This design comes from an exercise in tuning for small area, a short achievable clock period and few clock cycles per item on the open sky130 flow, not from production work.
No run shown here included a check of the RTL's function; only the layout flow was run.
No activity file was given, so power comes from the tool's default toggle rates.

--- flow/design.v ---
module Sbox(
  input [3:0] in,
  output [3:0] out
);
  assign out[0] = (in == 4'h0) | (in == 4'h1) | (in == 4'h2) | (in == 4'h6) | (in == 4'h7) | (in == 4'h9) | (in == 4'hD) | (in == 4'hE);
  assign out[1] = (in == 4'h0) | (in == 4'h1) | (in == 4'h2) | (in == 4'h3) | (in == 4'h4) | (in == 4'h8) | (in == 4'h9) | (in == 4'hC);
  assign out[2] = (in == 4'h1) | (in == 4'h5) | (in == 4'h8) | (in == 4'h9) | (in == 4'hC) | (in == 4'hD) | (in == 4'hE) | (in == 4'hF);
  assign out[3] = (in == 4'h0) | (in == 4'h1) | (in == 4'h4) | (in == 4'h5) | (in == 4'h6) | (in == 4'hA) | (in == 4'hC) | (in == 4'hE);
endmodule
module InvSbox(
  input [3:0] in,
  output [3:0] out
);
  assign out[0] = (in == 4'h0) | (in == 4'h1) | (in == 4'h2) | (in == 4'h4) | (in == 4'h5) | (in == 4'h7) | (in == 4'hC) | (in == 4'hF);
  assign out[1] = (in == 4'h0) | (in == 4'h1) | (in == 4'h2) | (in == 4'h3) | (in == 4'h4) | (in == 4'h8) | (in == 4'h9) | (in == 4'hD);
  assign out[2] = (in == 4'h1) | (in == 4'h4) | (in == 4'h5) | (in == 4'h9) | (in == 4'hA) | (in == 4'hC) | (in == 4'hD) | (in == 4'hE);
  assign out[3] = (in == 4'h0) | (in == 4'h4) | (in == 4'h5) | (in == 4'h6) | (in == 4'h7) | (in == 4'h8) | (in == 4'hD) | (in == 4'hE);
endmodule
module MPrime(
  input [63:0] in,
  output [63:0] out
);
  wire p0a = in[63] ^ in[59];
  wire p0b = in[55] ^ in[51];
  assign out[63] = in[59] ^ p0b;
  assign out[59] = p0a ^ in[55];
  assign out[55] = p0a ^ in[51];
  assign out[51] = in[63] ^ p0b;
  wire p1a = in[62] ^ in[58];
  wire p1b = in[54] ^ in[50];
  assign out[62] = in[62] ^ p1b;
  assign out[58] = in[58] ^ p1b;
  assign out[54] = p1a ^ in[54];
  assign out[50] = p1a ^ in[50];
  wire p2a = in[61] ^ in[57];
  wire p2b = in[53] ^ in[49];
  assign out[61] = p2a ^ in[49];
  assign out[57] = in[61] ^ p2b;
  assign out[53] = in[57] ^ p2b;
  assign out[49] = p2a ^ in[53];
  wire p3a = in[60] ^ in[56];
  wire p3b = in[52] ^ in[48];
  assign out[60] = p3a ^ in[52];
  assign out[56] = p3a ^ in[48];
  assign out[52] = in[60] ^ p3b;
  assign out[48] = in[56] ^ p3b;
  wire p4a = in[47] ^ in[43];
  wire p4b = in[39] ^ in[35];
  assign out[47] = p4a ^ in[39];
  assign out[43] = p4a ^ in[35];
  assign out[39] = in[47] ^ p4b;
  assign out[35] = in[43] ^ p4b;
  wire p5a = in[46] ^ in[42];
  wire p5b = in[38] ^ in[34];
  assign out[46] = in[42] ^ p5b;
  assign out[42] = p5a ^ in[38];
  assign out[38] = p5a ^ in[34];
  assign out[34] = in[46] ^ p5b;
  wire p6a = in[45] ^ in[41];
  wire p6b = in[37] ^ in[33];
  assign out[45] = in[45] ^ p6b;
  assign out[41] = in[41] ^ p6b;
  assign out[37] = p6a ^ in[37];
  assign out[33] = p6a ^ in[33];
  wire p7a = in[44] ^ in[40];
  wire p7b = in[36] ^ in[32];
  assign out[44] = p7a ^ in[32];
  assign out[40] = in[44] ^ p7b;
  assign out[36] = in[40] ^ p7b;
  assign out[32] = p7a ^ in[36];
  wire p8a = in[31] ^ in[27];
  wire p8b = in[23] ^ in[19];
  assign out[31] = p8a ^ in[23];
  assign out[27] = p8a ^ in[19];
  assign out[23] = in[31] ^ p8b;
  assign out[19] = in[27] ^ p8b;
  wire p9a = in[30] ^ in[26];
  wire p9b = in[22] ^ in[18];
  assign out[30] = in[26] ^ p9b;
  assign out[26] = p9a ^ in[22];
  assign out[22] = p9a ^ in[18];
  assign out[18] = in[30] ^ p9b;
  wire p10a = in[29] ^ in[25];
  wire p10b = in[21] ^ in[17];
  assign out[29] = in[29] ^ p10b;
  assign out[25] = in[25] ^ p10b;
  assign out[21] = p10a ^ in[21];
  assign out[17] = p10a ^ in[17];
  wire p11a = in[28] ^ in[24];
  wire p11b = in[20] ^ in[16];
  assign out[28] = p11a ^ in[16];
  assign out[24] = in[28] ^ p11b;
  assign out[20] = in[24] ^ p11b;
  assign out[16] = p11a ^ in[20];
  wire p12a = in[15] ^ in[11];
  wire p12b = in[7] ^ in[3];
  assign out[15] = in[11] ^ p12b;
  assign out[11] = p12a ^ in[7];
  assign out[7] = p12a ^ in[3];
  assign out[3] = in[15] ^ p12b;
  wire p13a = in[14] ^ in[10];
  wire p13b = in[6] ^ in[2];
  assign out[14] = in[14] ^ p13b;
  assign out[10] = in[10] ^ p13b;
  assign out[6] = p13a ^ in[6];
  assign out[2] = p13a ^ in[2];
  wire p14a = in[13] ^ in[9];
  wire p14b = in[5] ^ in[1];
  assign out[13] = p14a ^ in[1];
  assign out[9] = in[13] ^ p14b;
  assign out[5] = in[9] ^ p14b;
  assign out[1] = p14a ^ in[5];
  wire p15a = in[12] ^ in[8];
  wire p15b = in[4] ^ in[0];
  assign out[12] = p15a ^ in[4];
  assign out[8] = p15a ^ in[0];
  assign out[4] = in[12] ^ p15b;
  assign out[0] = in[8] ^ p15b;
endmodule
module PrinceCore(
  input clk,
  input rst,
  input start,
  input en_de,
  input [63:0] data,
  input [127:0] key,
  output [63:0] out,
  output reg done
);
  reg idle, h, fwd, last;
  reg [2:0] m;
  reg [63:0] st;
  reg idle_n, h_n;
  reg [2:0] m_n;
  always @(*) begin
    idle_n = idle; h_n = h; m_n = m;
    if (rst) begin
      idle_n = 1'b1; h_n = 1'b0; m_n = 3'd0;
    end else if (idle) begin
      if (start) begin idle_n = 1'b0; m_n = 3'd1; end
    end else if (!h) begin
      if (m == 3'd5) h_n = 1'b1;
      else m_n = m + 3'd1;
    end else begin
      if (m == 3'd0) begin idle_n = 1'b1; h_n = 1'b0; end
      else m_n = m - 3'd1;
    end
  end
  wire [63:0] k0 = key[127:64];
  wire [63:0] k1 = key[63:0];
  wire [63:0] k0p = {k0[0], k0[63:2], k0[1] ^ k0[63]};
  wire use_k0 = (idle & en_de) | (last & ~en_de);
  wire use_k0p = (idle & ~en_de) | (last & en_de);
  wire [63:0] wk = ({64{use_k0}} & k0) | ({64{use_k0p}} & k0p);
  wire [63:0] alpha = 64'hc0ac29b7c97c50dd;
  reg [63:0] rct;
  always @(*) begin
    rct = 64'h0;
    if (m == 3'd1) rct = 64'h13198a2e03707344;
    if (m == 3'd2) rct = 64'ha4093822299f31d0;
    if (m == 3'd3) rct = 64'h082efa98ec4e6c89;
    if (m == 3'd4) rct = 64'h452821e638d01377;
    if (m == 3'd5) rct = 64'hbe5466cf34e90c6c;
  end
  wire ax = ~(h ^ en_de);
  wire [63:0] kk = k1 ^ rct ^ ({64{ax}} & alpha) ^ wk;
  wire [63:0] s1, a, mo, s2, b, x;
  genvar i;
  generate for (i = 0; i < 16; i = i + 1) begin : g
    Sbox s(.in(st[4*i+3:4*i]), .out(s1[4*i+3:4*i]));
    InvSbox si(.in(mo[4*i+3:4*i]), .out(s2[4*i+3:4*i]));
  end endgenerate
  wire [63:0] st_sri = {st[63:60], st[11:8], st[23:20], st[35:32], st[47:44], st[59:56], st[7:4], st[19:16], st[31:28], st[43:40], st[55:52], st[3:0], st[15:12], st[27:24], st[39:36], st[51:48]};
  assign a = fwd ? s1 : st_sri;
  MPrime mp(.in(a), .out(mo));
  wire [63:0] m_sr = {mo[63:60], mo[43:40], mo[23:20], mo[3:0], mo[47:44], mo[27:24], mo[7:4], mo[51:48], mo[31:28], mo[11:8], mo[55:52], mo[35:32], mo[15:12], mo[59:56], mo[39:36], mo[19:16]};
  assign b = h ? s2 : m_sr;
  assign x = idle ? data : b;
  always @(posedge clk) begin
    idle <= idle_n;
    h <= h_n;
    m <= m_n;
    fwd <= !idle_n && (!h_n || m_n == 3'd5);
    last <= !idle_n && h_n && m_n == 3'd0;
    if (rst) done <= 1'b0;
    else done <= last;
    st <= x ^ kk;
  end
  assign out = st;
endmodule
module prince_top(
  input [63:0] data,
  input [127:0] key,
  input en_de,
  input clk,
  input rst,
  input start,
  output [63:0] out,
  output done);
  PrinceCore core(.clk(clk), .rst(rst), .start(start), .en_de(en_de), .data(data), .key(key),
                  .out(out), .done(done));
endmodule
--- flow/flow/run.sh ---
#!/bin/bash
# The standard layout, with the smallest plain buffer (buf_1) as the port buffer instead of
# the delay buffer that buffer_ports picks on its own. Every port still gets its buffer.
export BUFFER_PORTS_ARGS="-buffer_cell sky130_fd_sc_hd__buf_1"
bash standard.sh > standard.log 2>&1
--- flow/standard.sh ---
#!/bin/bash
# synth_recipe.tcl (not shown) runs the flow's synth.tcl, then flattens the netlist and writes it again
# the make line also repeats each setting of config.mk as NAME=value (left out here)
make -C /OpenROAD-flow-scripts/flow DESIGN_CONFIG=/design/flow/config.mk WORK_HOME=/design/flow/orfs CLKGATE_MAP_FILE= SYNTH_SCRIPT=/design/flow/synth_recipe.tcl "${@:-finish}"
--- flow/config.mk ---
export PLATFORM = sky130hd
export DESIGN_NAME = prince_top
export DESIGN_NICKNAME = prince_top
export VERILOG_FILES = /design/flow/design.v
export SDC_FILE = /design/flow/constraint.sdc
export NUM_CORES = 4
export LEC_CHECK = 0
export CAP_MARGIN = 20
export CORE_MARGIN = 2
export CORE_UTILIZATION = 40
export SETUP_SLACK_MARGIN = 2.6
export SLEW_MARGIN = 20
--- flow/constraint.sdc ---
create_clock -name core_clock -period 5.5 [get_ports {clk}]
set_input_delay 1.1000 -clock core_clock [delete_from_list [all_inputs] [get_ports {clk}]]
set_output_delay 1.1000 -clock core_clock [all_outputs]
set_load 0.01 [all_outputs]
==> results of run 1 <==
-- worst max path at each step --
| stage | from | slack (ns) | to | cells after the start |
|---|---|---|---|---|
| after floorplan | en_de | 2.84 | core.st[63] | 7 |
| after global placement | en_de | 1.88 | core.st[0] | 6 |
| after detailed placement | en_de | 1.91 | core.st[0] | 6 |
| after CTS | core.fwd | 2.58 | core.st[19] | 9 |
| after global routing | core.st[59] | 2.51 | core.st[49] | 9 |
| final | en_de | 2.64 | core.st[62] | 6 |
-- cell usage in the layout (no fill, tap or decap), types with 12 or more instances in the layout --
cell | Yosys | routed
a22oi_2 | 11 | 12
nand3_1 | 16 | 16
nor2b_1 | 21 | 21
buf_4 | 2 | 14
nor2_1 | 63 | 63
nand2b_1 | 20 | 20
a2bb2oi_1 | 12 | 12
a31oi_1 | 15 | 15
nand2_1 | 64 | 62
xnor2_1 | 220 | 210
xor2_1 | 71 | 64
o22ai_1 | 24 | 24
o221ai_1 | 26 | 26
mux2i_1 | 15 | 15
inv_1 | 34 | 34
xor2_2 | 14 | 20
buf_1 | 4 | 259
dfxtp_1 | 72 | 68
a21boi_0 | 13 | 12
xnor2_2 | 27 | 35
a22oi_1 | 80 | 79
a21oi_1 | 76 | 76
o21ai_0 | 77 | 76
o21ai_1 | 19 | 18
-- power groups by stage --
stage | Sequential (mW) | Combinational, mW | Clock [mW]
floorplan | 1.26 | 6.19 | 0
global placement | 1.45 | 7.67 | 0
detailed placement | 1.45 | 7.78 | 0
CTS | 1.43 | 7.91 | 0.624
global route | 1.50 | 8.95 | 0.640
finish | 1.46 | 8.32 | 0.623
-- metal layers --
| layer | GRT usage | wire length, um |
|---|---|---|
| met1 | 0.4109 | 18550 |
| met2 | 0.4653 | 19230 |
| met3 | 0.05529 | 3831 |
| met4 | 0.1187 | 1495 |
| met5 | 0 | 0 |
-- repair_timing --
action,4_1_cts,5_1_grt
buffers inserted,5,7
pin swaps,3,5
cloned,2,0
setup endpoints to repair,65,41
hold endpoints to repair,0,0
gates resized for setup,15,22
-- registers in the layout, summed over array words and instances (netlist names) --
| signal | cells |
|---|---|
| core.done | 1 |
| core.fwd | 1 |
| core.h | 1 |
| core.idle | 1 |
| core.last | 1 |
| core.m | 3 |
| core.st | 64 |
-- critical path: stages --
cell     delay, ns
buf_2         0.26
xor2_4        0.56
xnor2_1       0.22
xor2_1        0.20
xnor2_1       0.58
xnor2_1       0.14
-- through the flow --
stage               area, sq um  hold WS, ns
finish                    12320       0.5170
global route              12320       0.5294
CTS                       12090       0.5179
detailed placement        11630       0.4963
global placement          11630       0.5079
floorplan                 10520       0.4543
-- cell type report --
type                            count  share of cell area
Tap cell                          335             0.03403
Multi-Input combinational cell   1077              0.7143
Inverter                           40             0.01280
Sequential cell                    72              0.1176
Clock inverter                      7            0.005891
Timing Repair Buffer              280             0.09711
Clock buffer                        9             0.01828
-- logic make-up after synthesis --
kind of cell | count (synthesis) | share of synthesized area
AOI/OAI and AO/OA | 480 | 0.3444
xor gates and xnor gates | 347 | 0.3396
and+or+nand+nor | 220 | 0.09918
buffers and inverters | 112 | 0.05078
DFF | 72 | 0.1370
muxes | 17 | 0.01677
adders and majority gates | 11 | 0.01225
==> results.yml, run 1 <==
synth:
  syn_inst: 1259
  async_flop_share: 0
  postSynthAreaPerCell_sq_um: 8.357
  synth_area_leaders: "xnor2_1 (18%), dfxtp_1 (14%), xor2_1 (5.9%)"
  synth_common_cells: "xnor2_1 (220), a22oi_1 (80), o21ai_0 (77)"
  seq_area_frac_synth: 0.1370
  synth_edf_count: 0
  yosysTopAreaCell: "xnor2_1"
  ys_ff_latch: 72
  syn_nets: 1461
  yosysTopAreaCellShare: 0.1831
  syn_area_sq_um: 10520
  yosysMostFrequentCell: "xnor2_1"
  ys_warn_count: 1
  synth_cell_types: 98
  yosys_most_used_dff: "dfxtp_1"
finish:
  fin_cells: 1820
  fillerInstances: 2619
  drive_gt1_frac: 0.1300
  post-route-util: 0.4754
  n_antenna_cell: 0
  final_nets: 1682
  syn2layout_area_growth_pct: 17.08
  register_area_sq_um: 1449
  multi_input_area_sq_um: 8798
setup_path:
  worst-r2r-cell-count: 9
  arrival_ns: 3.08
  r2r_end: "core.st[20]"
  crit_path_start_kind: "input pin"
  cp-end-kind: "flip-flop"
  rrSetupSlack_ns: 2.68
  worst-setup-path-type: "input pin to flip-flop"
  required_ns: 5.72
  worst-path-max-fanout: 11
  reg2reg_from: "core.fwd"
flow_run:
  drv_cap: 0
power_and_ir_drop:
  intPower_mw: 4.527
  p_leak_nw: 4.271
  p_seq_frac: 0.140
  peakVddDrop_mv: 0.2933
  combPwrFrac: 0.800
  p_sw_mw: 5.868
  power_mw: 10.40
  p_sw_frac: 0.5645
  p_per_area_nw_per_um2: 843.9
  clockPowerShare: 0.060
timing:
  setup_viol: 0
  clock.fmax_ghz: 0.3494
  fin_ws_ns: 2.638
  worst_pin_slew_ns: 0.9526
  rsz0062_at_grt: "yes"
  timing.slew.headroom: 0.3644
  finalCritPeriodShare: 0.5204
  finalMaxSlewViolations: 0
  final-hold-violation-count: 0
  min_period_ns: 2.862
  clock_skew_ns: 0.008996
  setup_tns_ns: 0
clock_tree:
  cts_buffers: 9
  holdBufCountCts: 0
  cts-root-buf: "clkbuf_16"
  clock_insertion_delay_worst_skew_ns: 0.36
  clk_pin_slew_worst_paths_ns: 0.07
  cts.sinks: 72
  clockBufferDepth: 2
  tritoncts: "built"
  htree_levels: 3
place:
  portBuffers: 260
  dpl.hpwl_mm: 33.01
  dp.cells: 1790
  routabilityCongestion: 0.9189
  place_ws_ns: 1.909
drt:
  finalWirelength_mm: 43.11
  wire_per_inst_um: 23.69
  drtAntennaViolNets: 0
  drt-initial-drc-count: 976
  drt-vias-per-instance: 5.982
  dr_total_vias: 10890
  remaining_drc_errors: 0
  first_pass_iters: 6
die:
  rows: 59
  start_util: 0.4061
  io_pins: 261
  fp.dieH_um: 166.2
  core_area_sq_um: 25910
  die-area_sq_um: 27620
  dieWidth_um: 166.2
hold_path:
  holdPathEnd: "core.done"
  hold_depth: 1
  holdCritStartpoint: "core.last"
  min_path_type: "flip-flop to flip-flop"
global_route:
  grt_start_max_net_pins: 65
  grt_util_all_layers: 0.2997
  grt_remaining_overflow: 0
  grt_pass1_wl_mm: 63.00
  antenna_found_initial: 0
  first_global_vias: 10030
outcome:
  status: "no timing/DRC/antenna violations"
==> inputs of run 2 (changes only) <==
--- a/flow/config.mk
+++ b/flow/config.mk
@@ -8,5 +8,5 @@
 export CAP_MARGIN = 20
 export CORE_MARGIN = 2
 export CORE_UTILIZATION = 40
-export SETUP_SLACK_MARGIN = 2.6
+export SETUP_SLACK_MARGIN = 2.8
 export SLEW_MARGIN = 20
==> results.yml, run 2 <==
clock_tree:
  clock_insertion_delay_worst_skew_ns: 0.36
  cts.sinks: 72
  cts-root-buf: "clkbuf_16"
  clk_pin_slew_worst_paths_ns: 0.07
  clockBufferDepth: 2
  htree_levels: 3
  tritoncts: "built"
  cts_buffers: 9
place:
  placed_cell_area_sq_um: 11630
  place_ws_ns: 1.909
  dpl.hpwl_mm: 33.01
  routabilityCongestion: 0.9189
  portBuffers: 260
drt:
  wire_per_inst_um: 24.09
  remaining_drc_errors: 0
  first_pass_iters: 5
  dr_total_vias: 11300
  drt-vias-per-instance: 6.048
  drtAntennaViolNets: 0
  finalWirelength_mm: 45.03
  drt-initial-drc-count: 1162
timing:
  setup_tns_ns: 0
  setup_viol: 0
  clock.fmax_ghz: 0.3711
  rsz0062_at_grt: "yes"
  hold_ws_ns: 0.6147
  min_period_ns: 2.694
  timing.slew.headroom: 0.4677
  worst_pin_slew_ns: 0.7924
  clock_skew_ns: 0.01203
  final-hold-violation-count: 0
  finalCritPeriodShare: 0.4899
  finalMaxSlewViolations: 0
  fin_ws_ns: 2.806
setup_path:
  crit_path_start_kind: "flip-flop"
  critPathBufInv: 1
  crit_family: "XOR/XNOR gates"
  worst-setup-path-type: "flip-flop to flip-flop"
  arrival_ns: 2.94
  worst-path-max-fanout: 8
  required_ns: 5.75
  critPathSlowestCell: "dfxtp_1"
  cp_cell_sequence: "inv_1 -> maj3_1 -> o31a_1 -> xnor3_2 -> or3b_1 -> a31oi_1 -> or3_1 -> o21ai_1 -> xnor2_1"
  cp-end-kind: "flip-flop"
  cpPeakStageDelay_ns: 0.54
power_and_ir_drop:
  p_leak_nw: 4.715
  p_per_area_nw_per_um2: 857.9
  p_sw_mw: 6.348
  p_seq_frac: 0.129
  intPower_mw: 5.251
  p_sw_frac: 0.5473
  combPwrFrac: 0.818
  peakVddDrop_mv: 0.3512
  clockPowerShare: 0.053
global_route:
  grt_util_all_layers: 0.3018
  grt_pass1_wl_mm: 63.80
  grt_remaining_overflow: 0
  first_global_vias: 10140
  antenna_found_initial: 0
  grt_start_max_net_pins: 65
synth:
  async_flop_share: 0
  seq_area_frac_synth: 0.1370
  yosysMostFrequentCell: "xnor2_1"
  synth_common_cells: "xnor2_1 (220), a22oi_1 (80), o21ai_0 (77)"
  ys_warn_count: 1
  syn_area_sq_um: 10520
  yosys_most_used_dff: "dfxtp_1"
  yosysTopAreaCell: "xnor2_1"
  synth_area_leaders: "xnor2_1 (18%), dfxtp_1 (14%), xor2_1 (5.9%)"
  ys_ff_latch: 72
  synth_edf_count: 0
  syn_nets: 1461
  yosysTopAreaCellShare: 0.1831
  syn_inst: 1259
  synth_cell_types: 98
  postSynthAreaPerCell_sq_um: 8.357
die:
  core_area_sq_um: 25910
  die-area_sq_um: 27620
  io_pins: 261
  fp.dieH_um: 166.2
  rows: 59
  dieWidth_um: 166.2
  start_util: 0.4061
finish:
  largest_reg_flops: 64
  syn2layout_area_growth_pct: 28.51
  n_antenna_cell: 0
  drive_gt1_frac: 0.2040
  top_regs: "core.st: 64 flops, core.m: 3 flops"
  final_nets: 1731
  final_cell_mix: "buf_1 (259), xnor2_1 (196), a22oi_1 (77)"
  final_common_cell: "buf_1"
  final_area_sq_um: 13520
  regMostFlops: "core.st"
  fillerInstances: 2479
flow_run:
  drv_cap: 0
outcome:
  status: "no timing/DRC/antenna violations"
hold_path:
  min_path_type: "flip-flop to flip-flop"
-- run 2: cell counts after synthesis --
No cell type changed its count.
-- run 2: worst paths after layout --
path                from     endpoint  slack [ns]  cells after the start
min            core.last    core.done        0.61                      1
max          core.st[42]  core.st[45]        2.81                      9
max reg2reg  core.st[42]  core.st[45]        2.81                      9
min reg2reg    core.last    core.done        0.61                      1
-- run 2: cell type report --
type                       count  area [sq um]  area share
clock buffer                   9         225.2     0.01666
clock inverter                 7         72.57    0.005367
inverter                      40         166.4     0.01231
multi-input combinational   1079          9504      0.7029
sequential                    72          1490      0.1102
tap                          335         419.2     0.03100
timing repair buffer         327          1643      0.1215
-- run 2: layer usage --
metal  wire length [um]  share of wire  GRT usage  up-vias
met2              20150           0.45     0.4736      703
li1                   -              -          -     5127
met1              18910           0.42     0.4208     5343
met4               2023          0.045     0.1100        0
met5                  0              0          0        -
met3               3951          0.088    0.04385      131
-- run 2: cell families (layout without fill, tap and decap cells) --
logic type	count (synthesis)	count (layout)	synth area share
fa+ha+maj	11	11	0.01225
mux	17	18	0.01677
buf+inv	112	383	0.05078
compound gates	480	482	0.3444
simple gates	220	220	0.09918
flops	72	72	0.1370
xor+xnor	347	348	0.3396
-- run 2: worst register-to-register path: cells and delay by family (launching register included) --
family / cells / cell delay, ns
buffers and inverters: 1 / 0.08
xor gates and xnor gates: 2 / 0.63
AOI/OAI and AO/OA: 3 / 0.52
adders and majority gates: 1 / 0.33
DFF: 1 / 0.54
and+or+nand+nor: 2 / 0.49
-- run 2: power groups by stage --
| stage | logic, mW | clock network (mW) | registers (mW) |
|---|---|---|---|
| 2_1_floorplan | 6.19 | 0 | 1.26 |
| 3_3_place_gp | 7.67 | 0 | 1.45 |
| 3_5_place_dp | 7.78 | 0 | 1.45 |
| 4_1_cts | 8.17 | 0.624 | 1.43 |
| 5_1_grt | 10.1 | 0.641 | 1.54 |
| 6_report | 9.48 | 0.620 | 1.49 |
-- run 2: what timing repair did --
action / in CTS / in global routing
gates cloned: 2 / 4
setup buffers: 21 / 36
endpoints found under the setup margin: 65 / 65
hold buffers: 0 / 0
gates resized for setup: 45 / 125
pin swaps: 6 / 35
-- run 2: metrics by stage --
stage / power [mW] / instances / utilization
after floorplan: 7.454 / 1259 / -
after global placement: 9.118 / 1790 / 0.4489
after detailed placement: 9.231 / 1790 / 0.4489
after CTS: 10.23 / 1829 / 0.4796
after global routing: 12.32 / 1869 / 0.5218
final: 11.60 / 1869 / 0.5218

[re-timing with driven ports]
In the flow no input, the clock included, has a driving cell. The finished layouts below were timed again as built, in two steps. Step 1: set_driving_cell puts a clkbuf_16 on clk and a buf_2 on each other input, an assumption about the parent block. Step 2 adds t to the input delays and takes it off the output delays; t is the mean of the earliest and latest rising clock arrival at the registers after step 1. Input paths then give back, and output paths get back, about the clock's delay inside the block. Three values: no drivers, after step 1, after step 2; two values: the first two.
run | t, ns | slack for setup (ns) | hold slack, ns | clock arrival spread, ns | cell pins on the clock port's net
run 1 | 0.406 | 2.638 / 2.661 / 2.255 | 0.517 / 0.517 / 0.517 | 0.009 / 0.009 | 1
run 2 | 0.403 | 2.806 / 2.806 / 2.495 | 0.615 / 0.615 / 0.615 | 0.012 / 0.012 | 1
After both steps setup and hold are still met in every run listed. For run 1, which loses most, drivers alone change the setup slack by +0.023 ns; drivers and shift together by -0.383 ns.
